Background: an optimization exercise with open tools, aiming at small area, a short achievable clock period and few clock cycles per item. Do not read the settings as production practice.
The RTL was checked by simulation tests, not by an equivalence proof against the original design.

===== flow/design.v =====
module fa (input logic a, b, c, output logic s, co);
    assign {co, s} = a + b + c;
endmodule
module matvec_row (
    input  logic [23:0] k,
    input  logic [31:0] x,
    output logic [9:0]  y
);
    logic s97;
    logic c97;
    logic s98;
    logic c98;
    logic s99;
    logic c99;
    logic s100;
    logic c100;
    logic s101;
    logic c101;
    logic s102;
    logic c102;
    logic s103;
    logic c103;
    logic s104;
    logic c104;
    logic s105;
    logic c105;
    logic s106;
    logic c106;
    logic s107;
    logic c107;
    logic s108;
    logic c108;
    logic s109;
    logic c109;
    logic s110;
    logic c110;
    logic s111;
    logic c111;
    logic s112;
    logic c112;
    logic s113;
    logic c113;
    logic s114;
    logic c114;
    logic s115;
    logic c115;
    logic s116;
    logic c116;
    logic s117;
    logic c117;
    logic s118;
    logic c118;
    logic s119;
    logic c119;
    logic s120;
    logic c120;
    logic s121;
    logic c121;
    logic s122;
    logic c122;
    logic s123;
    logic c123;
    logic s124;
    logic c124;
    logic s125;
    logic c125;
    logic s126;
    logic c126;
    logic s127;
    logic c127;
    logic s128;
    logic c128;
    logic s129;
    logic c129;
    logic s130;
    logic c130;
    logic s131;
    logic c131;
    logic s132;
    logic c132;
    logic s133;
    logic c133;
    logic s134;
    logic c134;
    logic s135;
    logic c135;
    logic s136;
    logic c136;
    logic s137;
    logic c137;
    logic s138;
    logic c138;
    logic s139;
    logic c139;
    logic s140;
    logic c140;
    logic s141;
    logic c141;
    logic s142;
    logic c142;
    logic s143;
    logic c143;
    logic s144;
    logic c144;
    logic s145;
    logic c145;
    logic s146;
    logic c146;
    logic s147;
    logic c147;
    logic s148;
    logic c148;
    logic s149;
    logic c149;
    logic s150;
    logic c150;
    logic s151;
    logic c151;
    logic s152;
    logic c152;
    logic s153;
    logic c153;
    logic s154;
    logic c154;
    logic s155;
    logic c155;
    logic s156;
    logic c156;
    logic s157;
    logic c157;
    logic s158;
    logic c158;
    logic s159;
    logic c159;
    logic s160;
    logic c160;
    logic s161;
    logic c161;
    logic s162;
    logic c162;
    logic s163;
    logic c163;
    logic s164;
    logic c164;
    logic s165;
    logic c165;
    logic s166;
    logic c166;
    logic s167;
    logic c167;
    logic s168;
    logic c168;
    logic s169;
    logic c169;
    logic s170;
    logic c170;
    logic s171;
    logic c171;
    logic s172;
    logic c172;
    logic s173;
    logic c173;
    logic s174;
    logic c174;
    logic s175;
    logic c175;
    logic s176;
    logic c176;
    logic s177;
    logic c177;
    logic s178;
    logic c178;
    logic s179;
    logic c179;
    logic s180;
    logic c180;
    logic pr0;
    logic pr1;
    logic pr2;
    logic pr3;
    logic pr4;
    logic pr5;
    logic pr6;
    logic pr7;
    logic pr8;
    logic pr9;
    logic pr10;
    logic pv11;
    logic pr12;
    logic pr13;
    logic pr14;
    logic pr15;
    logic pr16;
    logic pr17;
    logic pr18;
    logic pr19;
    logic pr20;
    logic pr21;
    logic pr22;
    logic pv23;
    logic pr24;
    logic pr25;
    logic pr26;
    logic pr27;
    logic pr28;
    logic pr29;
    logic pr30;
    logic pr31;
    logic pr32;
    logic pr33;
    logic pr34;
    logic pr35;
    logic pr36;
    logic pr37;
    logic pr38;
    logic pr39;
    logic pr40;
    logic pr41;
    logic pr42;
    logic pr43;
    logic pr44;
    logic pr45;
    logic pr46;
    logic pr47;
    logic pr48;
    logic pr49;
    logic pr50;
    logic pr51;
    logic pr52;
    logic pr53;
    logic pr54;
    logic pr55;
    logic pr56;
    logic pr57;
    logic pr58;
    logic pr59;
    logic pr60;
    logic pr61;
    logic pr62;
    logic pr63;
    logic pr64;
    logic pr65;
    logic pr66;
    logic pr67;
    logic pr68;
    logic pr69;
    logic pr70;
    logic pr71;
    logic pr72;
    logic pr73;
    logic pr74;
    logic pr75;
    logic pr76;
    logic pr77;
    logic pr78;
    logic pr79;
    logic pr80;
    logic pr81;
    logic pr82;
    logic pr83;
    logic pr84;
    logic pr85;
    logic pr86;
    logic pr87;
    logic pr88;
    logic pr89;
    logic pr90;
    logic pr91;
    logic pr92;
    logic pr93;
    logic pr94;
    logic pr95;
    logic [9:0] ya;
    logic [9:0] yb;
    assign pr0 = ~(k[0] & x[0]);
    assign pr1 = ~(k[0] & x[1]);
    assign pr2 = ~(k[0] & x[2]);
    assign pr3 = k[0] & x[3];
    assign pr4 = ~(k[1] & x[0]);
    assign pr5 = ~(k[1] & x[1]);
    assign pr6 = ~(k[1] & x[2]);
    assign pr7 = ~(k[1] & x[3]);
    assign pr8 = k[2] & x[0];
    assign pr9 = k[2] & x[1];
    assign pr10 = ~(k[2] & x[2]);
    assign pv11 = k[2] & x[3];
    assign pr12 = ~(k[3] & x[4]);
    assign pr13 = ~(k[3] & x[5]);
    assign pr14 = ~(k[3] & x[6]);
    assign pr15 = k[3] & x[7];
    assign pr16 = ~(k[4] & x[4]);
    assign pr17 = ~(k[4] & x[5]);
    assign pr18 = ~(k[4] & x[6]);
    assign pr19 = ~(k[4] & x[7]);
    assign pr20 = k[5] & x[4];
    assign pr21 = k[5] & x[5];
    assign pr22 = ~(k[5] & x[6]);
    assign pv23 = k[5] & x[7];
    assign pr24 = ~(k[6] & x[8]);
    assign pr25 = ~(k[6] & x[9]);
    assign pr26 = ~(k[6] & x[10]);
    assign pr27 = k[6] & x[11];
    assign pr28 = ~(k[7] & x[8]);
    assign pr29 = ~(k[7] & x[9]);
    assign pr30 = ~(k[7] & x[10]);
    assign pr31 = ~(k[7] & x[11]);
    assign pr32 = k[8] & x[8];
    assign pr33 = k[8] & x[9];
    assign pr34 = ~(k[8] & x[10]);
    assign pr35 = ~(k[8] & x[11]);
    assign pr36 = ~(k[9] & x[12]);
    assign pr37 = ~(k[9] & x[13]);
    assign pr38 = ~(k[9] & x[14]);
    assign pr39 = k[9] & x[15];
    assign pr40 = ~(k[10] & x[12]);
    assign pr41 = ~(k[10] & x[13]);
    assign pr42 = ~(k[10] & x[14]);
    assign pr43 = ~(k[10] & x[15]);
    assign pr44 = k[11] & x[12];
    assign pr45 = k[11] & x[13];
    assign pr46 = ~(k[11] & x[14]);
    assign pr47 = ~(k[11] & x[15]);
    assign pr48 = ~(k[12] & x[16]);
    assign pr49 = ~(k[12] & x[17]);
    assign pr50 = ~(k[12] & x[18]);
    assign pr51 = k[12] & x[19];
    assign pr52 = ~(k[13] & x[16]);
    assign pr53 = ~(k[13] & x[17]);
    assign pr54 = ~(k[13] & x[18]);
    assign pr55 = ~(k[13] & x[19]);
    assign pr56 = k[14] & x[16];
    assign pr57 = k[14] & x[17];
    assign pr58 = ~(k[14] & x[18]);
    assign pr59 = ~(k[14] & x[19]);
    assign pr60 = ~(k[15] & x[20]);
    assign pr61 = ~(k[15] & x[21]);
    assign pr62 = ~(k[15] & x[22]);
    assign pr63 = k[15] & x[23];
    assign pr64 = ~(k[16] & x[20]);
    assign pr65 = ~(k[16] & x[21]);
    assign pr66 = ~(k[16] & x[22]);
    assign pr67 = ~(k[16] & x[23]);
    assign pr68 = k[17] & x[20];
    assign pr69 = k[17] & x[21];
    assign pr70 = ~(k[17] & x[22]);
    assign pr71 = ~(k[17] & x[23]);
    assign pr72 = ~(k[18] & x[24]);
    assign pr73 = ~(k[18] & x[25]);
    assign pr74 = ~(k[18] & x[26]);
    assign pr75 = k[18] & x[27];
    assign pr76 = ~(k[19] & x[24]);
    assign pr77 = ~(k[19] & x[25]);
    assign pr78 = ~(k[19] & x[26]);
    assign pr79 = ~(k[19] & x[27]);
    assign pr80 = k[20] & x[24];
    assign pr81 = k[20] & x[25];
    assign pr82 = ~(k[20] & x[26]);
    assign pr83 = ~(k[20] & x[27]);
    assign pr84 = ~(k[21] & x[28]);
    assign pr85 = ~(k[21] & x[29]);
    assign pr86 = ~(k[21] & x[30]);
    assign pr87 = k[21] & x[31];
    assign pr88 = ~(k[22] & x[28]);
    assign pr89 = ~(k[22] & x[29]);
    assign pr90 = ~(k[22] & x[30]);
    assign pr91 = ~(k[22] & x[31]);
    assign pr92 = k[23] & x[28];
    assign pr93 = k[23] & x[29];
    assign pr94 = k[23] & x[30];
    assign pr95 = ~(k[23] & x[31]);
    fa u_fa97 (.a(pr0), .b(pr12), .c(pr24), .s(s97), .co(c97));
    fa u_fa98 (.a(pr36), .b(pr48), .c(pr60), .s(s98), .co(c98));
    fa u_fa99 (.a(pr72), .b(pr84), .c(s97), .s(s99), .co(c99));
    fa u_fa100 (.a(pr1), .b(pr4), .c(pr13), .s(s100), .co(c100));
    fa u_fa101 (.a(pr16), .b(pr25), .c(pr28), .s(s101), .co(c101));
    fa u_fa102 (.a(pr37), .b(pr40), .c(pr49), .s(s102), .co(c102));
    fa u_fa103 (.a(pr52), .b(pr61), .c(pr64), .s(s103), .co(c103));
    fa u_fa104 (.a(pr73), .b(pr76), .c(pr85), .s(s104), .co(c104));
    fa u_fa105 (.a(pr88), .b(c97), .c(c98), .s(s105), .co(c105));
    fa u_fa106 (.a(s100), .b(s101), .c(s102), .s(s106), .co(c106));
    fa u_fa107 (.a(s103), .b(s104), .c(c99), .s(s107), .co(c107));
    fa u_fa108 (.a(s105), .b(s106), .c(s107), .s(s108), .co(c108));
    fa u_fa109 (.a(pr2), .b(pr5), .c(pr8), .s(s109), .co(c109));
    fa u_fa110 (.a(pr14), .b(pr17), .c(pr20), .s(s110), .co(c110));
    fa u_fa111 (.a(pr26), .b(pr29), .c(pr32), .s(s111), .co(c111));
    fa u_fa112 (.a(pr38), .b(pr41), .c(pr44), .s(s112), .co(c112));
    fa u_fa113 (.a(pr50), .b(pr53), .c(pr56), .s(s113), .co(c113));
    fa u_fa114 (.a(pr62), .b(pr65), .c(pr68), .s(s114), .co(c114));
    fa u_fa115 (.a(pr74), .b(pr77), .c(pr80), .s(s115), .co(c115));
    fa u_fa116 (.a(pr86), .b(pr89), .c(pr92), .s(s116), .co(c116));
    fa u_fa117 (.a(c100), .b(c101), .c(c102), .s(s117), .co(c117));
    fa u_fa118 (.a(c103), .b(c104), .c(s109), .s(s118), .co(c118));
    fa u_fa119 (.a(s110), .b(s111), .c(s112), .s(s119), .co(c119));
    fa u_fa120 (.a(s113), .b(s114), .c(s115), .s(s120), .co(c120));
    fa u_fa121 (.a(s116), .b(c105), .c(c106), .s(s121), .co(c121));
    fa u_fa122 (.a(s117), .b(s118), .c(s119), .s(s122), .co(c122));
    fa u_fa123 (.a(s120), .b(c107), .c(s121), .s(s123), .co(c123));
    fa u_fa124 (.a(s122), .b(c108), .c(s123), .s(s124), .co(c124));
    fa u_fa125 (.a(pr3), .b(pr6), .c(pr9), .s(s125), .co(c125));
    fa u_fa126 (.a(pr15), .b(pr18), .c(pr21), .s(s126), .co(c126));
    fa u_fa127 (.a(pr27), .b(pr30), .c(pr33), .s(s127), .co(c127));
    fa u_fa128 (.a(pr39), .b(pr42), .c(pr45), .s(s128), .co(c128));
    fa u_fa129 (.a(pr51), .b(pr54), .c(pr57), .s(s129), .co(c129));
    fa u_fa130 (.a(pr63), .b(pr66), .c(pr69), .s(s130), .co(c130));
    fa u_fa131 (.a(pr75), .b(pr78), .c(pr81), .s(s131), .co(c131));
    fa u_fa132 (.a(pr87), .b(pr90), .c(pr93), .s(s132), .co(c132));
    fa u_fa133 (.a(c109), .b(c110), .c(c111), .s(s133), .co(c133));
    fa u_fa134 (.a(c112), .b(c113), .c(c114), .s(s134), .co(c134));
    fa u_fa135 (.a(c115), .b(c116), .c(s125), .s(s135), .co(c135));
    fa u_fa136 (.a(s126), .b(s127), .c(s128), .s(s136), .co(c136));
    fa u_fa137 (.a(s129), .b(s130), .c(s131), .s(s137), .co(c137));
    fa u_fa138 (.a(s132), .b(c117), .c(c118), .s(s138), .co(c138));
    fa u_fa139 (.a(c119), .b(c120), .c(s133), .s(s139), .co(c139));
    fa u_fa140 (.a(s134), .b(s135), .c(s136), .s(s140), .co(c140));
    fa u_fa141 (.a(s137), .b(c121), .c(c122), .s(s141), .co(c141));
    fa u_fa142 (.a(s138), .b(s139), .c(s140), .s(s142), .co(c142));
    fa u_fa143 (.a(c123), .b(s141), .c(s142), .s(s143), .co(c143));
    fa u_fa144 (.a(pr7), .b(pr10), .c(pr19), .s(s144), .co(c144));
    fa u_fa145 (.a(pr22), .b(pr31), .c(pr34), .s(s145), .co(c145));
    fa u_fa146 (.a(pr43), .b(pr46), .c(pr55), .s(s146), .co(c146));
    fa u_fa147 (.a(pr58), .b(pr67), .c(pr70), .s(s147), .co(c147));
    fa u_fa148 (.a(pr79), .b(pr82), .c(pr91), .s(s148), .co(c148));
    fa u_fa149 (.a(pr94), .b(c125), .c(c126), .s(s149), .co(c149));
    fa u_fa150 (.a(c127), .b(c128), .c(c129), .s(s150), .co(c150));
    fa u_fa151 (.a(c130), .b(c131), .c(c132), .s(s151), .co(c151));
    fa u_fa152 (.a(s144), .b(s145), .c(s146), .s(s152), .co(c152));
    fa u_fa153 (.a(~s147), .b(~s148), .c(c133), .s(s153), .co(c153));
    fa u_fa154 (.a(c134), .b(c135), .c(c136), .s(s154), .co(c154));
    fa u_fa155 (.a(c137), .b(s149), .c(s150), .s(s155), .co(c155));
    fa u_fa156 (.a(s151), .b(~s152), .c(c138), .s(s156), .co(c156));
    fa u_fa157 (.a(c139), .b(s153), .c(c140), .s(s157), .co(c157));
    fa u_fa158 (.a(s154), .b(s155), .c(c141), .s(s158), .co(c158));
    fa u_fa159 (.a(s156), .b(c142), .c(s157), .s(s159), .co(c159));
    fa u_fa160 (.a(s158), .b(c143), .c(s159), .s(s160), .co(c160));
    assign s161 = ~(pv11 ^ pv23);
    assign c161 = pv11 | pv23;
    fa u_fa162 (.a(pr35), .b(pr47), .c(pr59), .s(s162), .co(c162));
    fa u_fa163 (.a(pr71), .b(pr83), .c(pr95), .s(s163), .co(c163));
    fa u_fa164 (.a(~s161), .b(~c144), .c(~c145), .s(s164), .co(c164));
    fa u_fa165 (.a(c146), .b(c147), .c(c148), .s(s165), .co(c165));
    fa u_fa166 (.a(s162), .b(s163), .c(c149), .s(s166), .co(c166));
    fa u_fa167 (.a(c150), .b(c151), .c(~c152), .s(s167), .co(c167));
    fa u_fa168 (.a(s164), .b(~s165), .c(c153), .s(s168), .co(c168));
    fa u_fa169 (.a(c154), .b(c155), .c(s166), .s(s169), .co(c169));
    fa u_fa170 (.a(s167), .b(c156), .c(s168), .s(s170), .co(c170));
    fa u_fa171 (.a(c157), .b(s169), .c(c158), .s(s171), .co(c171));
    fa u_fa172 (.a(s170), .b(c159), .c(s171), .s(s172), .co(c172));
    assign s173 = ~(c161 ^ ~c162);
    assign c173 = c161 | ~c162;
    fa u_fa174 (.a(c163), .b(~s173), .c(c164), .s(s174), .co(c174));
    fa u_fa175 (.a(~c165), .b(c166), .c(c167), .s(s175), .co(c175));
    fa u_fa176 (.a(s174), .b(c168), .c(c169), .s(s176), .co(c176));
    fa u_fa177 (.a(s175), .b(c170), .c(s176), .s(s177), .co(c177));
    fa u_fa178 (.a(c171), .b(s177), .c(c172), .s(s178), .co(c178));
    fa u_fa179 (.a(~c173), .b(c174), .c(c175), .s(s179), .co(c179));
    fa u_fa180 (.a(c176), .b(s179), .c(c177), .s(s180), .co(c180));
    assign ya = {1'b1, ~c179, ~c178, ~s178, ~c160, ~s160, ~c124, ~s124, ~s108, ~s98};
    assign yb = {1'b0, ~c180, ~s180, 1'b0, ~s172, 1'b0, ~s143, 1'b0, 1'b0, ~s99};
    assign y = ya + yb;
endmodule
module matvec_mul #(
    parameter R=8, C=8, W_X=4, W_K=3,
    localparam W_Y = W_X + W_K + $clog2(C)
  )(
    input  logic [R*C*W_K-1:0] k,
    input  logic [C*W_X-1:0]   x,
    output logic [R*W_Y-1:0]   y
  );
  genvar r;
  for (r = 0; r < R; r = r + 1) begin : g_row
    matvec_row u_row (.k(k[r*C*W_K +: C*W_K]), .x(x), .y(y[r*W_Y +: W_Y]));
  end
endmodule
module axis_matvec_mul #(
    parameter R=8, C=8, W_X=4, W_K=3,
    localparam W_Y = W_X + W_K + $clog2(C)
)(
    input  logic clk, rstn,
    output logic s_axis_kx_tready,
    input  logic s_axis_kx_tvalid,
    input  logic [R*C*W_K + C*W_X -1:0] s_axis_kx_tdata,
    input  logic m_axis_y_tready,
    output logic m_axis_y_tvalid,
    output logic [R*W_Y-1:0] m_axis_y_tdata
);
    logic [R*W_Y-1:0] y;
    matvec_mul #(
        .R(R), .C(C), .W_X(W_X), .W_K(W_K)
    ) MATVEC (
        .k(s_axis_kx_tdata[R*C*W_K-1:0]),
        .x(s_axis_kx_tdata[R*C*W_K +: C*W_X]),
        .y(y)
    );
    assign s_axis_kx_tready = !m_axis_y_tvalid || m_axis_y_tready;
    always_ff @(posedge clk or negedge rstn) begin
        if (!rstn)
            m_axis_y_tvalid <= 1'b0;
        else if (s_axis_kx_tready)
            m_axis_y_tvalid <= s_axis_kx_tvalid;
    end
    always_ff @(posedge clk) begin
        if (s_axis_kx_tready)
            m_axis_y_tdata <= y;
    end
endmodule

===== flow/config.mk =====
export PLATFORM = sky130hd
export DESIGN_NAME = axis_matvec_mul
export DESIGN_NICKNAME = axis_matvec_mul
export VERILOG_FILES = /design/flow/design.v
export SDC_FILE = /design/flow/constraint.sdc
export NUM_CORES = 4
export LEC_CHECK = 0
export CAP_MARGIN = 20
export CORE_MARGIN = 2
export CORE_UTILIZATION = 40
export SLEW_MARGIN = 20
export SYNTH_HIERARCHICAL = 1
export SYNTH_MINIMUM_KEEP_SIZE = 0

===== flow/constraint.sdc =====
create_clock -name core_clock -period 8.0 [get_ports {clk}]
set_input_delay 1.6000 -clock core_clock [delete_from_list [all_inputs] [get_ports {clk}]]
set_output_delay 1.6000 -clock core_clock [all_outputs]
set_load 0.01 [all_outputs]

===== flow/run.sh =====
#!/bin/bash
# synth_recipe.tcl (not shown) runs the flow's synth.tcl, then flattens the netlist and writes it again
# the make line also repeats each setting of config.mk as NAME=value (left out here)
make -C /OpenROAD-flow-scripts/flow DESIGN_CONFIG=/design/flow/config.mk WORK_HOME=/design/flow/orfs CLKGATE_MAP_FILE= SYNTH_SCRIPT=/design/flow/synth_recipe.tcl finish

==> results.toml, run 1 <==
[clocking]
cts_tree = "done"
cts_root_buf = "clkbuf_16"
cts_resized = 0
cts_hold_buffers = 0
clock_path_buffers = 2
clk_latency_ns = 0.40
h-tree-depth = 3
postCtsSetupBuffers = 0
cts_buffers = 9
path_clk_slew_ns = 0.08
clock_sinks = 81

[timing]
tightest_slew_ns = 0.769
slew_headroom_pct = 48.8
maxSlewViolCount = 0
min_period_ns = 6.76
finalSetupTns_ns = 0
timing.fmax_mhz = 148
clock_skew_ns = 0.0212
setup_ws_ns = 1.24
finalCritPeriodShare_pct = 84.6
final_hold_viol_count = 0
setup_viol = 0
rsz0062_at_grt = "no"

[detailed_routing]
drtIter0Drc = 1038
drt_pass1_iterations = 5
routed_wl_mm = 70.6
dr_total_vias = 16000
drc = 0
drt-vias-per-instance = 5.35
routedWlPerCell_um = 23.7
ant_nets = 0

[setup_path]
r2r-end = "m_axis_y_tdata[8]$_DFFE_PP_"
path_max_fanout = 24
startpoint = "s_axis_kx_tdata[202]"
critPathRequiredTime_ns = 8.13
crit_family = "adder cells"
path_buf_inv = 3
worst_path_max_delay_cell = "fa_1"
r2r_slack_ns = 6.00
crit_chain = "clkdlybuf4s50_1 -> buf_4 -> nand2_1 -> fa_1 -> fa_1 -> fa_1 -> fa_1 -> fa_1 -> fa_1 -> fa_1 -> inv_1 -> ha_1 -> nor2b_2 -> or2_4 -> o311a_1 -> xor2_1"
end_kind = "flop"
r2r.worst_path.cells = 2
crit_type = "in -> reg"
cp.depth = 16
r2r_start = "m_axis_y_tvalid$_DFFE_PN0P_"
start_kind = "input port"
worstSetupEndpoint = "m_axis_y_tdata[7]$_DFFE_PP_"
cpPeakStageDelay_ns = 0.58
cp.arrival_ns = 6.90
critical_path.most_common_cell = "fa_1"

[die]
io_pins = 310
fp.dieW_um = 238
rows = 85
start_util_pct = 40.5
core_area_um2 = 53900
dieArea_um2 = 56500
die-height_um = 238

[yosys]
synth.avg_cell_area_um2 = 11.4
yosys_register_bits = 81
synth_cell_type_count = 24
seq_area_frac_synth_pct = 11.1
yosys_warnings = 7
netlist_instances = 1923
syn_area_um2 = 21800
synthesis.nets = 2871

[layout]
layout-drive-gt1-share_pct = 3.64
nets = 3226
most-common-layout-cells = "fa_1 (656), nand2_1 (576), clkdlybuf4s50_1 (309)"
final_common_cell = "fa_1"
utilization_pct = 49.0
area_growth_pct = 20.9

[place]
place.gp.congestion = 0.900
place_ws_ns = 0.854
portBuffers = 309
dp_hpwl_mm = 56.4

[grt]
gr-usage-met2_pct = 43.4
grt-busiest-layer = "met2"
grt_max_degree = 51
grt_usage_pct = 26.5
gr-total-overflow = 0
grt_pass1_vias = 18400
grt_use_met1_pct = 34.5
use_met3_pct = 6.48
antenna_found_initial = 5
grt_pass1_wl_mm = 109

[outcome]
outcome = "complete, no violations"

[job]
cap_violations = 0

[min_path]
hold_path_depth = 2
hold_path_class = "reg -> reg"
-- worst register-to-register path: stages (launching register included) --
cell      delay (ns)
dfrtp_1         0.41
nand2b_4        0.41
buf_4           0.67
-- Yosys cell counts --
master / count / area share (%)
fa_1: 656 / 60
nor2b_2: 8 / 0.32
nand4_1: 8 / 0.23
xor2_1: 24 / 0.96
nand2b_4: 1 / 0.063
a41oi_2: 8 / 0.60
nor3b_1: 8 / 0.27
o311a_1: 8 / 0.37
nand2b_2: 1 / 0.040
dfrtp_1: 1 / 0.11
and4bb_1: 8 / 0.46
inv_1: 160 / 2.7
nand3b_1: 8 / 0.27
xnor2_1: 32 / 1.3
nor2_1: 32 / 0.55
edfxtp_1: 80 / 11
a21oi_1: 8 / 0.18
ha_1: 64 / 3.7
a31o_2: 8 / 0.32
and2_1: 200 / 5.7
nand2_1: 576 / 9.9
a211oi_1: 8 / 0.27
nand2b_1: 8 / 0.23
or2_4: 8 / 0.32
-- Yosys stat by module, one instance, submodules excluded, excerpt --
| module | flops+latches | cell area [µm²] | cells |
|---|---|---|---|
| axis_matvec_mul | 81 | 2450 | 83 |
| fa | 0 | 20.0 | 1 |
| matvec_row | 0 | 783 | 148 |
-- kinds of logic after synthesis --
group,count (synthesis),share of synthesized area (%)
AO/OA/AOI/OAI,40,1.74
XOR/XNOR,56,2.24
adder cells (fa/ha/maj),720,63.8
buffers and inverters,160,2.75
flip-flops,81,11.1
AND/OR/NAND/NOR,866,18.4
-- through the flow --
stage | std cells | instance area, µm² | hold slack [ns]
after global placement | 2963 | 26100 | 0.885
after detailed placement | 2963 | 26100 | 0.912
after CTS | 2978 | 26400 | 0.932
final | 2981 | 26400 | 0.892
after global routing | 2980 | 26400 | 0.967
after floorplan | 1923 | 21800 | 1.12
-- state kept, by name, summed over array words and instances (netlist names) --
register and flops:
m_axis_y_tdata 80, m_axis_y_tvalid 1
-- area by class of cell --
cell class,count,area (µm²)
fill,4845,27500
multi-input combinational,1682,18800
timing repair buffer,344,3380
sequential,81,2430
tap,696,871
inverter,160,601
clock buffer,10,229
clock inverter,5,81.3
antenna,3,7.51
-- per-layer routing --
| layer | wire length (µm) | share of wire (%) | vias to the layer above |
|---|---|---|---|
| met5 | 16 | 0.023 | - |
| met4 | 2520 | 3.6 | 2 |
| met3 | 7080 | 10 | 115 |
| met2 | 34000 | 48 | 903 |
| met1 | 27000 | 38 | 8321 |
| li1 | - | - | 6621 |
-- worst min-delay path by stage --
stage | slack [ns] | start | to
floorplan | 1.12 | m_axis_y_tvalid$_DFFE_PN0P_ | m_axis_y_tvalid$_DFFE_PN0P_
global placement | 0.88 | m_axis_y_tvalid$_DFFE_PN0P_ | m_axis_y_tvalid$_DFFE_PN0P_
detailed placement | 0.91 | m_axis_y_tvalid$_DFFE_PN0P_ | m_axis_y_tvalid$_DFFE_PN0P_
CTS | 0.93 | m_axis_y_tvalid$_DFFE_PN0P_ | m_axis_y_tvalid$_DFFE_PN0P_
global route | 0.97 | m_axis_y_tvalid$_DFFE_PN0P_ | m_axis_y_tvalid$_DFFE_PN0P_
finish | 0.89 | m_axis_y_tvalid$_DFFE_PN0P_ | m_axis_y_tvalid$_DFFE_PN0P_
Testbench counts, summed over its fixed seeds: cycles 520, items 512.
==> run 2, diff against run 1 <==
==> flow/flow/run.sh (new file) <==
#!/bin/bash
# The standard layout, with each port's buffer a sky130_fd_sc_hd__buf_1
# (the standard flow picks a larger delay buffer).  Each step's full output
# is in orfs/logs; make's own output is in make.log.
set -euo pipefail
export BUFFER_PORTS_ARGS="-buffer_cell sky130_fd_sc_hd__buf_1"
bash standard.sh finish > make.log 2>&1
==> flow/standard.sh (new file) <==
#!/bin/bash
# synth_recipe.tcl (not shown) runs the flow's synth.tcl, then flattens the netlist and writes it again
# the make line also repeats each setting of config.mk as NAME=value (left out here)
make -C /OpenROAD-flow-scripts/flow DESIGN_CONFIG=/design/flow/config.mk WORK_HOME=/design/flow/orfs CLKGATE_MAP_FILE= SYNTH_SCRIPT=/design/flow/synth_recipe.tcl "${@:-finish}"
--- a/flow/config.mk
+++ b/flow/config.mk
@@ -8,6 +8,7 @@
 export CAP_MARGIN = 20
 export CORE_MARGIN = 2
 export CORE_UTILIZATION = 40
+export SETUP_SLACK_MARGIN = 1.5
 export SLEW_MARGIN = 20
 export SYNTH_HIERARCHICAL = 1
 export SYNTH_MINIMUM_KEEP_SIZE = 0
removed: flow/run.sh
==> run 2 against run 1 <==
Net effect:
- first-iteration DRC count increased by 7.1%
- area after synthesis unchanged
- setup slack better by 0.41 ns
- sequential share of layout area grew 0.73 points
- critical path type unchanged
- highest routed layer unchanged
- critical endpoint is now m_axis_y_tdata[79]$_DFFE_PP_
- global-route usage rose by 0.48 points
==> results.toml, run 2 <==
[layout]
regArea_um2 = 2430
fin_area_um2 = 24500
area_growth_pct = 12.0
num-fill-cells = 5117
final_cells = 2984
final_common_cell = "fa_1"
reg.largest.list = "m_axis_y_tdata x80, m_axis_y_tvalid x1"
regMostFlops = "m_axis_y_tdata"
multiInputGateArea_um2 = 18800
layout-drive-gt1-share_pct = 3.74
nets = 3215
largest_register_ffs = 80
most-common-layout-cells = "fa_1 (656), nand2_1 (576), buf_1 (296)"

[setup_path]
end_kind = "flop"
crit_type = "in -> reg"
startpoint = "s_axis_kx_tdata[222]"
crit_chain = "buf_2 -> nand2_1 -> fa_1 -> fa_1 -> fa_1 -> fa_1 -> fa_1 -> fa_1 -> fa_1 -> inv_1 -> ha_1 -> a31o_2 -> a211oi_1"
critPathRequiredTime_ns = 8.21
cp.arrival_ns = 6.57
r2r.worst_path.cells = 2
path_max_fanout = 22
r2r-end = "m_axis_y_tdata[65]$_DFFE_PP_"
crit_family = "adder cells"
worst_path_max_delay_cell = "buf_2"
r2r_start = "m_axis_y_tvalid$_DFFE_PN0P_"
start_kind = "input port"
cp.depth = 13
cpPeakStageDelay_ns = 0.63
path_buf_inv = 2
r2r_slack_ns = 5.98
worstSetupEndpoint = "m_axis_y_tdata[79]$_DFFE_PP_"
critical_path.most_common_cell = "fa_1"

[yosys]
syn_area_um2 = 21800
synthTopCellsByCount = "fa_1 (656), nand2_1 (576), and2_1 (200)"
synth_ff_type = "edfxtp_1"
yosys.area.top_type = "fa_1"
netlist_instances = 1923
yosys_warnings = 7
synth.most_common_cell = "fa_1"
synthesis.nets = 2871
seq_area_frac_synth_pct = 11.1
synth_edf_count = 80
synth_area_leaders = "fa_1 (60%), edfxtp_1 (11%), nand2_1 (9.9%), and2_1 (5.7%), ha_1 (3.7%)"
yosys_register_bits = 81
synth_cell_type_count = 24
synth_top_area_share_pct = 60.1
synth.avg_cell_area_um2 = 11.4
ys_async_sr_fraction_pct = 1.23

[min_path]
hold_path_class = "reg -> reg"

[detailed_routing]
ant_nets = 0
dr_total_vias = 16100
drc = 0
drtIter0Drc = 1112
routedWlPerCell_um = 24.1
drt_pass1_iterations = 5
routed_wl_mm = 72.0
drt-vias-per-instance = 5.38

[timing]
timing.fmax_mhz = 157
tightest_slew_ns = 0.976
clock_skew_ns = 0.0278
slew_headroom_pct = 34.9
finalSetupTns_ns = 0
min_period_ns = 6.36
final_hold_viol_count = 0
finalCritPeriodShare_pct = 79.5
maxSlewViolCount = 0
rsz0062_at_grt = "no"
setup_viol = 0

[clocking]
postCtsSetupBuffers = 0
clock_sinks = 81
cts_root_buf = "clkbuf_16"
path_clk_slew_ns = 0.09
cts_buffers = 9
clock_path_buffers = 2
cts_hold_buffers = 0
clk_latency_ns = 0.42
h-tree-depth = 3
cts_tree = "done"

[grt]
gr-total-overflow = 0
grt_max_degree = 51
grt_use_met1_pct = 35.9
antenna_found_initial = 17
grt_pass1_vias = 18700
grt_pass1_wl_mm = 111
gr-usage-met2_pct = 43.9
use_met3_pct = 5.60
grt-busiest-layer = "met2"
grt_usage_pct = 27.0

[die]
core_area_um2 = 53900
die-height_um = 238
dieArea_um2 = 56500
rows = 85
start_util_pct = 40.5
io_pins = 310
fp.dieW_um = 238

[place]
portBuffers = 309
place.gp.congestion = 0.874
dp_hpwl_mm = 57.2
place_area_um2 = 24100
place_inst = 2952

[outcome]
outcome = "complete, no violations"

[job]
cap_violations = 0
[run 2: cell types whose count changed in the layout (fill, tap and decap cells not counted), moves of 3 or more]
cell | previous run | this run
buf_1 | 0 | 296
buf_6 | 0 | 5
clkbuf_2 | 0 | 3
clkdlybuf4s50_1 | 309 | 0
buf_4 | 33 | 19
clkbuf_4 | 0 | 6
buf_2 | 0 | 4
diode_2 | 3 | 16
[run 2: routing by layer]
layer  wire length [µm]  up-vias
met5                 26        -
met3               5980       99
li1                   -     6623
met1              28700     8541
met4               2240        4
met2              35000      792
[run 2: layout make-up]
class,instances,share of cell area [%]
Antenna cell,16,0.164
Tap cell,696,3.56
Inverter,160,2.46
Sequential cell,81,9.92
Clock inverter,5,0.327
Clock buffer,11,0.951
Multi-Input combinational cell,1682,76.9
Timing Repair Buffer,333,5.68
[run 2: worst register-to-register path: stages (launching register included)]
cell and delay (ns):
dfrtp_1 0.42, nand2b_4 0.41, buf_4 0.68
[run 2: kinds of logic (layout without fill, tap and decap cells)]
family	count (synthesis)	count (layout)	share of synthesized area (%)
xor+xnor	56	56	2.24
fa+ha+maj	720	720	63.8
flops	81	81	11.1
other cells	0	16	0
simple gates	866	866	18.4
compound gates	40	40	1.74
buf+inv	160	509	2.75
[run 2: repair_timing]
action / in CTS / in global routing
cloned: 0 / 0
gates resized for setup: 1 / 19
endpoints found under the setup margin: 1 / 24
endpoints found under the hold margin: 0 / 0
[run 2: modules after synthesis, one instance, submodules excluded, excerpt]
module / cells inside / area [µm²] / copies in the design / flip-flops and latches
fa: 1 / 20.0 / 656 / 0
matvec_row: 148 / 783 / 8 / 0
axis_matvec_mul: 83 / 2450 / 1 / 81
[run 2: how the worst min path moves through the flow]
stage | from | to | slack [ns] | cells past startpoint
detailed placement | m_axis_y_tvalid$_DFFE_PN0P_ | m_axis_y_tvalid$_DFFE_PN0P_ | 0.93 | 2
global route | rstn | m_axis_y_tvalid$_DFFE_PN0P_ | 0.92 | 1
CTS | rstn | m_axis_y_tvalid$_DFFE_PN0P_ | 0.90 | 1
floorplan | m_axis_y_tvalid$_DFFE_PN0P_ | m_axis_y_tvalid$_DFFE_PN0P_ | 1.12 | 2
global placement | m_axis_y_tvalid$_DFFE_PN0P_ | m_axis_y_tvalid$_DFFE_PN0P_ | 0.90 | 2
finish | m_axis_y_tvalid$_DFFE_PN0P_ | m_axis_y_tvalid$_DFFE_PN0P_ | 0.91 | 2
[run 2: per-stage QoR]
step / utilization, % / setup slack, ns / hold WS, ns
final: 45.4 / 1.64 / 0.906
after global routing: 45.4 / 1.50 / 0.915
after CTS: 45.2 / 1.50 / 0.901
after detailed placement: 44.7 / 1.03 / 0.932
after global placement: 44.7 / 1.14 / 0.896
after floorplan: - / 2.00 / 1.12
==> run 3, diff against run 2 <==
--- a/flow/config.mk
+++ b/flow/config.mk
@@ -8,7 +8,7 @@
 export CAP_MARGIN = 20
 export CORE_MARGIN = 2
 export CORE_UTILIZATION = 40
-export SETUP_SLACK_MARGIN = 1.5
+export SETUP_SLACK_MARGIN = 3
 export SLEW_MARGIN = 20
 export SYNTH_HIERARCHICAL = 1
 export SYNTH_MINIMUM_KEEP_SIZE = 0
==> run 3 against run 2 <==
Net effect:
- non-clock buffer count increased by 86
- synthesized cell count unchanged
- sequential share of layout area decreased by 1.2 points
- first-iteration DRC count increased by 32%
- via count increased by 7.5%
- critical endpoint is now m_axis_y_tdata[67]$_DFFE_PP_
==> results.toml, run 3 <==
[detailed_routing]
routed_wl_mm = 86.5
drtIter0Drc = 1466
drt-vias-per-instance = 5.61
drt_pass1_iterations = 8
drc = 0
ant_nets = 0
routedWlPerCell_um = 28.1
dr_total_vias = 17300

[setup_path]
cp.arrival_ns = 6.02
crit_type = "in -> reg"
critical_path.most_common_cell = "fa_2"
path_max_fanout = 6
start_kind = "input port"
critPathRequiredTime_ns = 8.14
cpPeakStageDelay_ns = 0.54
crit_chain = "buf_12 -> buf_12 -> and2_4 -> fa_1 -> fa_1 -> fa_2 -> fa_2 -> fa_2 -> fa_1 -> fa_2 -> inv_2 -> ha_4 -> nor2b_4 -> or2_4 -> o311a_1 -> xor2_1"
end_kind = "flop"
worst_path_max_delay_cell = "fa_1"

[timing]
rsz0062_at_grt = "yes"
setup_viol = 0
finalCritPeriodShare_pct = 73.6
min_period_ns = 5.88
finalSetupTns_ns = 0
timing.fmax_mhz = 170
clock_skew_ns = 0.0144
tightest_slew_ns = 0.692
maxSlewViolCount = 0
final_hold_viol_count = 0
slew_headroom_pct = 53.9

[die]
die-height_um = 238
dieArea_um2 = 56500
fp.dieW_um = 238
io_pins = 310
core_area_um2 = 53900
rows = 85
start_util_pct = 40.5

[clocking]
cts_buffers = 9
clock_sinks = 81
path_clk_slew_ns = 0.07
clk_latency_ns = 0.39
clock_path_buffers = 2
cts_hold_buffers = 0
cts_root_buf = "clkbuf_16"
h-tree-depth = 3
cts_tree = "done"

[place]
place.gp.congestion = 0.900
portBuffers = 309
dp_hpwl_mm = 56.6

[yosys]
yosys_register_bits = 81
seq_area_frac_synth_pct = 11.1
synthTopCellsByCount = "fa_1 (656), nand2_1 (576), and2_1 (200)"
synth_ff_type = "edfxtp_1"
synth_area_leaders = "fa_1 (60%), edfxtp_1 (11%), nand2_1 (9.9%), and2_1 (5.7%), ha_1 (3.7%)"
synth.avg_cell_area_um2 = 11.4
syn_area_um2 = 21800
synth_cell_type_count = 24
yosys_warnings = 7
synth_edf_count = 80
netlist_instances = 1923
yosys.area.top_type = "fa_1"
synth.most_common_cell = "fa_1"
synth_top_area_share_pct = 60.1
synthesis.nets = 2871
ys_async_sr_fraction_pct = 1.23

[layout]
reg.largest.list = "m_axis_y_tdata x80, m_axis_y_tvalid x1"
regMostFlops = "m_axis_y_tdata"
area_growth_pct = 27.3
utilization_pct = 51.6
most-common-layout-cells = "nand2_1 (569), fa_1 (489), buf_1 (269)"
layout-drive-gt1-share_pct = 21.0
nets = 3301
largest_register_ffs = 80
num-fill-cells = 4787
final_common_cell = "nand2_1"

[job]
cap_violations = 0

[grt]
gr-total-overflow = 0
grt_pass1_vias = 19600
grt_pass1_wl_mm = 123
antenna_found_initial = 26
grt_usage_pct = 31.1
grt_max_degree = 43

[min_path]
hold_path_class = "in -> async"

[outcome]
outcome = "complete, no violations"
==> run 3: cell counts after synthesis <==
Identical to the previous run, type by type.
==> run 3: kinds of logic (layout without fill, tap and decap cells) <==
family | Yosys count | after routing | synth area share, %
AOI/OAI and AO/OA | 40 | 40 | 1.74
xor gates and xnor gates | 56 | 56 | 2.24
adders and majority gates | 720 | 720 | 63.8
buffers and inverters | 160 | 595 | 2.75
DFF | 81 | 81 | 11.1
other | 0 | 27 | 0
and+or+nand+nor | 866 | 866 | 18.4
==> run 3: final timing paths <==
path,slack [ns],startpoint,cells after the start,end
setup reg to reg,6.05,m_axis_y_tvalid$_DFFE_PN0P_,2,m_axis_y_tdata[70]$_DFFE_PP_
setup / recovery,2.12,s_axis_kx_tdata[200],16,m_axis_y_tdata[67]$_DFFE_PP_
min in group core_clock,1.09,m_axis_y_tvalid$_DFFE_PN0P_,1,m_axis_y_tdata[71]$_DFFE_PP_
hold / removal,0.95,rstn,1,m_axis_y_tvalid$_DFFE_PN0P_
hold reg to reg,1.09,m_axis_y_tvalid$_DFFE_PN0P_,1,m_axis_y_tdata[71]$_DFFE_PP_
max in group asynchronous,6.95,rstn,1,m_axis_y_tvalid$_DFFE_PN0P_
==> run 3: worst max-delay path: cells and delay by family <==
| kind | cells | cell delay (ns) |
|---|---|---|
| buffers and inverters | 3 | 0.32 |
| xor gates and xnor gates | 1 | 0.15 |
| and+or+nand+nor | 3 | 0.53 |
| adders and majority gates | 8 | 3.29 |
| AOI/OAI and AO/OA | 1 | 0.14 |
==> run 3: final cells by class <==
type / count / area (µm²) / area share (%)
clock buffers: 10 / 229 / 0.824
inverters: 160 / 603 / 2.17
diodes: 27 / 67.6 / 0.243
multi-input cells: 1682 / 19900 / 71.7
repair buffers: 419 / 3660 / 13.2
flip-flops and latches: 81 / 2430 / 8.73
clock inverters: 6 / 25.0 / 0.0900
well taps: 696 / 871 / 3.13
==> run 3: through the flow <==
stage | instances | setup WS (ns) | cell area (µm²) | hold slack [ns]
2_1_floorplan | 1923 | 2.18 | 22400 | 1.12
3_3_place_gp | 2955 | 1.35 | 24600 | 1.10
3_5_place_dp | 2955 | 1.26 | 24600 | 1.12
4_1_cts | 3024 | 2.14 | 27000 | 0.932
5_1_grt | 3065 | 2.02 | 27800 | 0.954
6_report | 3081 | 2.12 | 27800 | 0.951
==> run 3: Yosys stat by module (local to each module, per instance), a selection <==
module | cells inside | copies in the design
fa | 1 | 656
matvec_row | 148 | 8
axis_matvec_mul | 83 | 1
==> run 3: repair_timing <==
item / in CTS / in global routing
cloned: 29 / 8
hold endpoints to repair: 0 / 0
endpoints found under the setup margin: 56 / 54
resized for setup: 314 / 108
buffers inserted: 24 / 22
pin swaps: 97 / 76
==> run 3: routing by layer <==
layer / up-vias / wire, µm / global-route usage (%)
li1: 6837 / - / -
met1: 8981 / 31200 / 38.1
met2: 1176 / 38300 / 46.5
met3: 262 / 11900 / 13.9
met4: 14 / 4970 / 15.8
met5: - / 98 / 0
==> run 4, diff against run 3 <==
--- a/flow/config.mk
+++ b/flow/config.mk
@@ -8,7 +8,7 @@
 export CAP_MARGIN = 20
 export CORE_MARGIN = 2
 export CORE_UTILIZATION = 40
-export SETUP_SLACK_MARGIN = 3
+export SETUP_SLACK_MARGIN = 2
 export SLEW_MARGIN = 20
 export SYNTH_HIERARCHICAL = 1
 export SYNTH_MINIMUM_KEEP_SIZE = 0
==> run 4 against run 3 <==
Net effect:
- first-iteration DRC count increased by 2.9%
- register-to-register slack got worse by 0.07 ns
- synthesized cell count unchanged
- count of clock-buffer cells in the layout increased by 1
- core utilization decreased by 3.1 points
- global-route usage decreased by 2.1 points
- clock skew increased by 0.013 ns
- routed wire length decreased by 4.9%
- flip-flop and latch count unchanged
- cell count decreased by 1.7%
- die area unchanged
==> results.toml, run 4 <==
[clocking]
cts_root_buf = "clkbuf_16"
clock_sinks = 81
h-tree-depth = 3
path_clk_slew_ns = 0.09
cts_tree = "done"
clk_latency_ns = 0.42
clock_path_buffers = 2
cts_buffers = 9
cts_hold_buffers = 0

[yosys]
synth_ff_type = "edfxtp_1"
synth.most_common_cell = "fa_1"
synth.avg_cell_area_um2 = 11.4
synth_cell_type_count = 24
netlist_instances = 1923
yosys_warnings = 7
yosys_register_bits = 81
synth_area_leaders = "fa_1 (60%), edfxtp_1 (11%), nand2_1 (9.9%), and2_1 (5.7%), ha_1 (3.7%)"
synth_edf_count = 80
synth_top_area_share_pct = 60.1
seq_area_frac_synth_pct = 11.1
ys_async_sr_fraction_pct = 1.23
yosys.area.top_type = "fa_1"
syn_area_um2 = 21800
synthTopCellsByCount = "fa_1 (656), nand2_1 (576), and2_1 (200)"
synthesis.nets = 2871

[setup_path]
cp.arrival_ns = 6.15
path_buf_inv = 3
cpPeakStageDelay_ns = 0.56
path_max_fanout = 6
start_kind = "input port"
crit_family = "adder cells"
crit_type = "in -> reg"
critPathRequiredTime_ns = 8.16
end_kind = "flop"
critical_path.most_common_cell = "fa_2"
worst_path_max_delay_cell = "fa_2"
crit_chain = "buf_12 -> buf_12 -> and2_4 -> fa_1 -> fa_1 -> fa_2 -> fa_2 -> fa_2 -> fa_1 -> fa_2 -> inv_2 -> ha_4 -> nor2b_4 -> or2_4 -> o311a_1 -> xor2_1"

[timing]
tightest_slew_ns = 0.885
maxSlewViolCount = 0
final_hold_viol_count = 0
slew_headroom_pct = 41.0
min_period_ns = 5.99
setup_ws_ns = 2.01
clock_skew_ns = 0.0273
rsz0062_at_grt = "yes"
timing.fmax_mhz = 167
finalCritPeriodShare_pct = 74.8
finalSetupTns_ns = 0
setup_viol = 0

[min_path]
hold_path_class = "reg -> reg"

[die]
fp.dieW_um = 238
die-height_um = 238
io_pins = 310
rows = 85
core_area_um2 = 53900
dieArea_um2 = 56500
start_util_pct = 40.5

[layout]
regMostFlops = "m_axis_y_tdata"
reg.largest.list = "m_axis_y_tdata x80, m_axis_y_tvalid x1"
nets = 3258
largest_register_ffs = 80
layout-drive-gt1-share_pct = 10.8
final_cells = 3028
final_common_cell = "fa_1"
utilization_pct = 48.5
area_growth_pct = 19.7
most-common-layout-cells = "fa_1 (582), nand2_1 (576), buf_1 (278)"

[grt]
grt_max_degree = 51
grt_usage_pct = 29.0
gr-total-overflow = 0
grt_pass1_vias = 19000
antenna_found_initial = 19
grt_pass1_wl_mm = 117

[place]
portBuffers = 309
place_inst = 2952
place.gp.congestion = 0.874
dp_hpwl_mm = 57.2
place_ws_ns = 1.03

[detailed_routing]
drt-vias-per-instance = 5.51
dr_total_vias = 16700
drc = 0
routed_wl_mm = 82.3
ant_nets = 0
drt_pass1_iterations = 7
drtIter0Drc = 1509
routedWlPerCell_um = 27.2

[job]
cap_violations = 0

[outcome]
outcome = "complete, no violations"
run 4: repair_timing:
action | CTS | global route
buffers inserted | 9 | 7
setup endpoints to repair | 32 | 24
pin swaps | 23 | 47
cloned | 14 | 13
gates resized for setup | 146 | 109
run 4: area by class of cell:
cell class / count / area [µm²]
repair buffers: 376 / 2670
well taps: 696 / 871
clock inverters: 5 / 80.1
diodes: 17 / 42.5
multi-input cells: 1682 / 19200
fillers: 4965 / 27800
flip-flops and latches: 81 / 2430
inverters: 160 / 601
clock buffers: 11 / 233
run 4: path summary, 6_finish.rpt:
kind,startpoint,endpoint,slack (ns),cells after the start
min reg2reg,m_axis_y_tvalid$_DFFE_PN0P_,m_axis_y_tvalid$_DFFE_PN0P_,0.91,2
max in group asynchronous,rstn,m_axis_y_tvalid$_DFFE_PN0P_,6.98,1
max,s_axis_kx_tdata[196],m_axis_y_tdata[7]$_DFFE_PP_,2.01,16
max reg2reg,m_axis_y_tvalid$_DFFE_PN0P_,m_axis_y_tdata[67]$_DFFE_PP_,5.98,2
min in group asynchronous,rstn,m_axis_y_tvalid$_DFFE_PN0P_,0.92,1
min,m_axis_y_tvalid$_DFFE_PN0P_,m_axis_y_tvalid$_DFFE_PN0P_,0.91,2
run 4: per-module statistics from Yosys, one instance, submodules excluded, a selection:
module	cells inside	copies in the design	area [µm²]
axis_matvec_mul	83	1	2450
matvec_row	148	8	783
fa	1	656	20.0
run 4: kinds of logic (layout without fill, tap and decap cells):
kind of cell	after synthesis	in the layout	synth area share (%)
simple gates	866	866	18.4
fa+ha+maj	720	720	63.8
buf+inv	160	552	2.75
flops	81	81	11.1
xor+xnor	56	56	2.24
compound gates	40	40	1.74
other cells	0	17	0
run 4: through the flow:
stage | hold slack (ns) | area, µm²
global route | 0.915 | 26100
finish | 0.906 | 26200
detailed placement | 0.932 | 24100
floorplan | 1.12 | 21800
CTS | 0.901 | 25400
global placement | 0.896 | 24100
run 4: layer usage:
| layer | vias up | part of all wire [%] | track usage [%] |
|---|---|---|---|
| li1 | 6720 | - | - |
| met1 | 8767 | 38 | 38.7 |
| met2 | 1014 | 47 | 46.3 |
| met3 | 171 | 11 | 6.91 |
| met4 | 6 | 4.1 | 10.7 |
| met5 | - | 0.045 | 0 |
run 4: worst reg2reg max path, delay by kind of cell, from the launching register on:
family	cells	cell delay [ns]
buffers and inverters	1	0.66
and+or+nand+nor	1	0.41
DFF	1	0.42
==> run 5, diff against run 4 <==
--- a/flow/config.mk
+++ b/flow/config.mk
@@ -8,7 +8,6 @@
 export CAP_MARGIN = 20
 export CORE_MARGIN = 2
 export CORE_UTILIZATION = 40
-export SETUP_SLACK_MARGIN = 2
 export SLEW_MARGIN = 20
 export SYNTH_HIERARCHICAL = 1
 export SYNTH_MINIMUM_KEEP_SIZE = 0
==> run 5 against run 4 <==
Net effect:
- register-to-register slack is essentially flat
- via count shrank 3.9%
- setup slack lost 0.58 ns
- critical path depth shrank 2
- area after synthesis is the same
- design area shrank 6.6%
- non-clock buffer count shrank 43
- sequential share of layout area grew 0.66 points
- cell count shrank 1.5%
- global-route usage shrank 2.0 points
- still clean on timing, DRC and antenna
==> results.toml, run 5 <==
[outcome]
outcome = "complete, no violations"

[timing]
rsz0062_at_grt = "no"
min_period_ns = 6.57
setup_ws_ns = 1.43
setup_viol = 0
clock_skew_ns = 0.0268
finalCritPeriodShare_pct = 82.1
timing.fmax_mhz = 152
slew_headroom_pct = 34.5
final_hold_viol_count = 0
tightest_slew_ns = 0.983
maxSlewViolCount = 0
finalSetupTns_ns = 0

[yosys]
synth_edf_count = 80
yosys_register_bits = 81
synth_ff_type = "edfxtp_1"
synth_top_area_share_pct = 60.1
synth.avg_cell_area_um2 = 11.4
syn_area_um2 = 21800
synthesis.nets = 2871
netlist_instances = 1923
synth.most_common_cell = "fa_1"
yosys.area.top_type = "fa_1"
synth_area_leaders = "fa_1 (60%), edfxtp_1 (11%), nand2_1 (9.9%), and2_1 (5.7%), ha_1 (3.7%)"
ys_async_sr_fraction_pct = 1.23
synthTopCellsByCount = "fa_1 (656), nand2_1 (576), and2_1 (200)"
yosys_warnings = 7
seq_area_frac_synth_pct = 11.1
synth_cell_type_count = 24

[setup_path]
r2r.worst_path.cells = 2
crit_type = "in -> reg"
end_kind = "flop"
worstSetupEndpoint = "m_axis_y_tdata[9]$_DFFE_PP_"
critPathRequiredTime_ns = 8.23
startpoint = "s_axis_kx_tdata[194]"
cp.arrival_ns = 6.79
r2r_slack_ns = 5.98
start_kind = "input port"
r2r-end = "m_axis_y_tdata[65]$_DFFE_PP_"
r2r_start = "m_axis_y_tvalid$_DFFE_PN0P_"
path_max_fanout = 24

[clocking]
cts_buffers = 9
postCtsSetupBuffers = 0
cts_root_buf = "clkbuf_16"
clock_sinks = 81
path_clk_slew_ns = 0.09
cts_tree = "done"
cts_resized = 0
clock_path_buffers = 2
h-tree-depth = 3
clk_latency_ns = 0.42
cts_hold_buffers = 0

[min_path]
hold_path_class = "reg -> reg"
holdCritStartpoint = "m_axis_y_tvalid$_DFFE_PN0P_"

[detailed_routing]
drc = 0
dr_wl_met3_mm = 5.97
met1_length_mm = 28.7
top_layer = "met5"
drt_pass1_iterations = 5
drt-vias-per-instance = 5.38
wl_met2_mm = 34.9
drtIter0Drc = 1053
routedWlPerCell_um = 24.1
ant_nets = 0
routed_wl_mm = 71.9
dr_total_vias = 16000

[layout]
most-common-layout-cells = "fa_1 (656), nand2_1 (576), buf_1 (296)"
layout-drive-gt1-share_pct = 3.74
regMostFlops = "m_axis_y_tdata"
nets = 3215
reg.largest.list = "m_axis_y_tdata x80, m_axis_y_tvalid x1"
area_growth_pct = 11.8
largest_register_ffs = 80
final_common_cell = "fa_1"

[job]
cap_violations = 0

[grt]
gr-total-overflow = 0
grt_max_degree = 51
grt_pass1_vias = 18700
grt_pass1_wl_mm = 111
antenna_found_initial = 17
grt_usage_pct = 27.0

[die]
start_util_pct = 40.5
core_area_um2 = 53900
die-height_um = 238
rows = 85
io_pins = 310
dieArea_um2 = 56500
fp.dieW_um = 238

[place]
place.gp.congestion = 0.874
place_ws_ns = 1.03
dp_hpwl_mm = 57.2
portBuffers = 309
-- run 5: worst min-delay path by stage --
stage / depth (start not counted) / slack, ns / to
6_report: 2 / 0.91 / m_axis_y_tvalid$_DFFE_PN0P_
5_1_grt: 1 / 0.92 / m_axis_y_tvalid$_DFFE_PN0P_
3_3_place_gp: 2 / 0.90 / m_axis_y_tvalid$_DFFE_PN0P_
2_1_floorplan: 2 / 1.12 / m_axis_y_tvalid$_DFFE_PN0P_
4_1_cts: 1 / 0.90 / m_axis_y_tvalid$_DFFE_PN0P_
3_5_place_dp: 2 / 0.93 / m_axis_y_tvalid$_DFFE_PN0P_
-- run 5: modules after synthesis, one instance, submodules excluded, excerpt --
module	cells inside	flip-flops and latches	area [µm²]
fa	1	0	20.0
axis_matvec_mul	83	81	2450
matvec_row	148	0	783
-- run 5: kinds of logic (layout without fill, tap and decap cells) --
logic type | count (synthesis) | count (layout) | share of synthesized area, %
other | 0 | 15 | 0
flip-flops | 81 | 81 | 11.1
XOR/XNOR | 56 | 56 | 2.24
adder cells (fa/ha/maj) | 720 | 720 | 63.8
AND/OR/NAND/NOR | 866 | 866 | 18.4
buffers and inverters | 160 | 509 | 2.75
AO/OA/AOI/OAI | 40 | 40 | 1.74
-- run 5: stage by stage --
stage | hold WS, ns | instance area, µm² | util, % | instances
after floorplan | 1.12 | 21800 | - | 1923
after global routing | 0.915 | 24400 | 45.3 | 2983
after CTS | 0.901 | 24400 | 45.2 | 2968
after detailed placement | 0.932 | 24100 | 44.7 | 2952
final | 0.908 | 24400 | 45.3 | 2983
after global placement | 0.896 | 24100 | 44.7 | 2952
-- run 5: layer usage --
metal	GRT usage [%]	vias to the layer above
met2	43.9	794
li1	-	6617
met5	0	-
met1	35.9	8515
met4	10.0	4
met3	5.60	104
-- run 5: cell type report --
type | count | area (µm²)
flip-flops and latches | 81 | 2430
clock inverters | 5 | 80.1
fillers | 5124 | 29500
repair buffers | 333 | 1360
diodes | 15 | 37.5
well taps | 696 | 871
clock buffers | 11 | 233
multi-input cells | 1682 | 18800
inverters | 160 | 601
-- run 5: worst max-delay path, cell delays in order --
cell	delay, ns
clkbuf_2	0.65
nand2_1	0.19
fa_1	0.61
fa_1	0.44
fa_1	0.43
fa_1	0.41
fa_1	0.39
fa_1	0.48
fa_1	0.40
fa_1	0.37
inv_1	0.06
ha_1	0.27
a31o_2	0.25
a211oi_1	0.24
==> run 6, diff against run 5 <==
--- a/flow/config.mk
+++ b/flow/config.mk
@@ -7,7 +7,9 @@
 export LEC_CHECK = 0
 export CAP_MARGIN = 20
 export CORE_MARGIN = 2
-export CORE_UTILIZATION = 40
+export CORE_UTILIZATION = 70
+export PLACE_DENSITY = 0.8
+export SETUP_SLACK_MARGIN = 1.5
 export SLEW_MARGIN = 20
 export SYNTH_HIERARCHICAL = 1
 export SYNTH_MINIMUM_KEEP_SIZE = 0
==> run 6 against run 5 <==
Net effect:
- sequential share of layout area increased by 0.16 points
- critical endpoint is now m_axis_y_tdata[7]$_DFFE_PP_
- synthesized cell count unchanged
- non-clock buffer count rose by 9
- still clean on timing, DRC and antenna
- fmax up 2.5%
- flip-flop and latch count stayed put
==> results.toml, run 6 <==
[grt]
grt_pass1_vias = 18900
gr-total-overflow = 0
grt_usage_pct = 41.3
grt_max_degree = 57
antenna_found_initial = 0
grt_pass1_wl_mm = 100

[detailed_routing]
dr_wl_met3_mm = 9.58
top_layer = "met4"
routed_wl_mm = 62.6
wl_met2_mm = 28.6
drc = 0
dr_total_vias = 16600
drtIter0Drc = 1669
drt_pass1_iterations = 6
ant_nets = 0
met1_length_mm = 20.9
drt-vias-per-instance = 6.21
routedWlPerCell_um = 23.4

[clocking]
path_clk_slew_ns = 0.07
cts_buffers = 9
cts_tree = "done"
clk_latency_ns = 0.38
clock_path_buffers = 2
clock_sinks = 81
h-tree-depth = 3
cts_hold_buffers = 0
cts_root_buf = "clkbuf_16"

[yosys]
yosys_warnings = 7
synth_area_leaders = "fa_1 (60%), edfxtp_1 (11%), nand2_1 (9.9%), and2_1 (5.7%), ha_1 (3.7%)"
ys_async_sr_fraction_pct = 1.23
synth_edf_count = 80
syn_area_um2 = 21800
synthTopCellsByCount = "fa_1 (656), nand2_1 (576), and2_1 (200)"
synthesis.nets = 2871
netlist_instances = 1923
seq_area_frac_synth_pct = 11.1
synth.avg_cell_area_um2 = 11.4
yosys_register_bits = 81
yosys.area.top_type = "fa_1"
synth.most_common_cell = "fa_1"
synth_top_area_share_pct = 60.1
synth_cell_type_count = 24
synth_ff_type = "edfxtp_1"

[timing]
maxSlewViolCount = 0
rsz0062_at_grt = "yes"
timing.fmax_mhz = 156
clock_skew_ns = 0.0107
finalSetupTns_ns = 0
tightest_slew_ns = 1.14
min_period_ns = 6.40
slew_headroom_pct = 24.1
final_hold_viol_count = 0
finalCritPeriodShare_pct = 80.1
setup_ws_ns = 1.60
setup_viol = 0

[setup_path]
worst_path_max_delay_cell = "buf_1"
path_max_fanout = 13
critical_path.most_common_cell = "fa_1"
r2r_start = "m_axis_y_tvalid$_DFFE_PN0P_"
end_kind = "flop"
crit_chain = "buf_1 -> buf_4 -> nand2_1 -> fa_1 -> fa_1 -> inv_1 -> fa_1 -> fa_1 -> fa_1 -> inv_1 -> ha_1 -> nor2b_2 -> or2_4 -> o311a_1 -> xor2_1"
r2r-end = "m_axis_y_tdata[7]$_DFFE_PP_"
critPathRequiredTime_ns = 8.11
start_kind = "input port"
crit_type = "in -> reg"
cpPeakStageDelay_ns = 0.82
r2r_slack_ns = 6.04
r2r.worst_path.cells = 2
cp.arrival_ns = 6.52

[die]
dieArea_um2 = 32600
die-height_um = 181
core_area_um2 = 30700
fp.dieW_um = 181
start_util_pct = 71.2
rows = 64
io_pins = 310

[layout]
diodes = 0
final_common_cell = "fa_1"
reg.largest.list = "m_axis_y_tdata x80, m_axis_y_tvalid x1"
area_growth_pct = 10.1
largest_register_ffs = 80
nets = 3224
layout-drive-gt1-share_pct = 3.51
fin_area_um2 = 24000
final_cells = 2674
most-common-layout-cells = "fa_1 (656), nand2_1 (576), buf_1 (309)"
regMostFlops = "m_axis_y_tdata"

[place]
place_area_um2 = 23800
dp_hpwl_mm = 48.8
place_inst = 2661
place.gp.congestion = 0.965
place_ws_ns = 1.26
portBuffers = 309

[outcome]
outcome = "complete, no violations"

[job]
cap_violations = 0

[min_path]
holdCritStartpoint = "m_axis_y_tvalid$_DFFE_PN0P_"
hold_path_class = "reg -> reg"
hold_path_depth = 1
min_to = "m_axis_y_tdata[19]$_DFFE_PP_"
## run 6: cell counts after synthesis
No cell type changed its count.
## run 6: logic make-up after synthesis
family | synth area share (%)
DFF | 11.1
adders and majority gates | 63.8
buffers and inverters | 2.75
and+or+nand+nor | 18.4
AOI/OAI and AO/OA | 1.74
xor gates and xnor gates | 2.24
## run 6: Yosys stat by module, one instance, submodules excluded, a selection
module           cells inside  area [µm²]
axis_matvec_mul            83        2450
fa                          1        20.0
matvec_row                148         783
## run 6: cell type report
| class | count | area (µm²) |
|---|---|---|
| multi-input combinational | 1682 | 18800 |
| fill | 2044 | 6620 |
| sequential | 81 | 2430 |
| timing repair buffer | 342 | 1430 |
| inverter | 160 | 601 |
| tap | 396 | 495 |
| clock buffer | 9 | 225 |
| clock inverter | 4 | 47.5 |
## run 6: worst max-delay path by stage
stage	from	to	slack, ns	cells after the start
detailed placement	s_axis_kx_tdata[194]	m_axis_y_tdata[69]$_DFFE_PP_	1.26	15
floorplan	s_axis_kx_tdata[196]	m_axis_y_tdata[17]$_DFFE_PP_	2.00	14
finish	s_axis_kx_tdata[223]	m_axis_y_tdata[7]$_DFFE_PP_	1.60	15
global route	s_axis_kx_tdata[198]	m_axis_y_tdata[9]$_DFFE_PP_	1.49	15
global placement	s_axis_kx_tdata[194]	m_axis_y_tdata[69]$_DFFE_PP_	1.35	15
CTS	s_axis_kx_tdata[194]	m_axis_y_tdata[69]$_DFFE_PP_	1.64	15
## run 6: repair_timing
action,in CTS,in global routing
setup buffers,0,0
setup endpoints to repair,0,6
gates resized for setup,0,6
## run 6: metal layers
metal / vias up / GRT usage (%)
met3: 250 / 13.9
met2: 1413 / 62.5
met4: 0 / 19.6
met1: 8321 / 54.6
li1: 6609 / -
met5: - / 0
## run 6: per-stage QoR
stage / utilization [%] / hold slack, ns
after CTS: 78.3 / 0.913
after detailed placement: 77.4 / 0.895
after global routing: 78.4 / 0.963
after floorplan: - / 1.12
after global placement: 77.4 / 0.883
final: 78.4 / 0.904
## run 6: critical path, delay by kind of cell
| family | cells | cell delay, ns |
|---|---|---|
| buffers and inverters | 4 | 1.34 |
| adders and majority gates | 6 | 2.75 |
| and+or+nand+nor | 3 | 0.52 |
| AOI/OAI and AO/OA | 1 | 0.14 |
| xor gates and xnor gates | 1 | 0.16 |

==> static timing again, ports no longer ideal <==
The flow's constraints put no driver on any port. The routed layouts listed below were extracted and timed again, unchanged, in two steps. Step 1 (the two cells are an assumption about what drives the block):
set clk [get_ports {clk}]
set_driving_cell -lib_cell sky130_fd_sc_hd__clkbuf_16 $clk
set_driving_cell -lib_cell sky130_fd_sc_hd__buf_2 [delete_from_list [all_inputs] $clk]
Step 2 moves the port delays by t, midway between the first and last clock arrival at a register: inputs arrive t later, outputs are due t later. That takes back most of the time a late clock gives input paths. Slacks: ideal / step 1 / step 2; pairs: ideal / step 1.
| run | t, ns | setup slack, ns | worst setup path at the end | clock arrival spread, ns | worst data-port slew with drivers (ns) |
|---|---|---|---|---|---|
| run 1 | 0.453 | 1.235 / 1.272 / 0.820 | input to register | 0.023 / 0.023 | 0.12 |
| run 2 | 0.464 | 1.641 / 1.665 / 1.201 | input to register | 0.029 / 0.029 | 0.12 |
| run 3 | 0.443 | 2.115 / 2.122 / 1.679 | input to register | 0.014 / 0.015 | 0.14 |
| run 4 | 0.466 | 2.014 / 2.020 / 1.554 | input to register | 0.029 / 0.029 | 0.11 |
| run 5 | 0.463 | 1.434 / 1.467 / 1.004 | input to register | 0.028 / 0.028 | 0.12 |
| run 6 | 0.427 | 1.596 / 1.618 / 1.190 | input to register | 0.015 / 0.015 | 0.06 |
After both steps setup and hold are still met in every run listed. For run 4, which loses most, drivers alone change the setup slack by +0.006 ns; drivers and shift together by -0.460 ns.
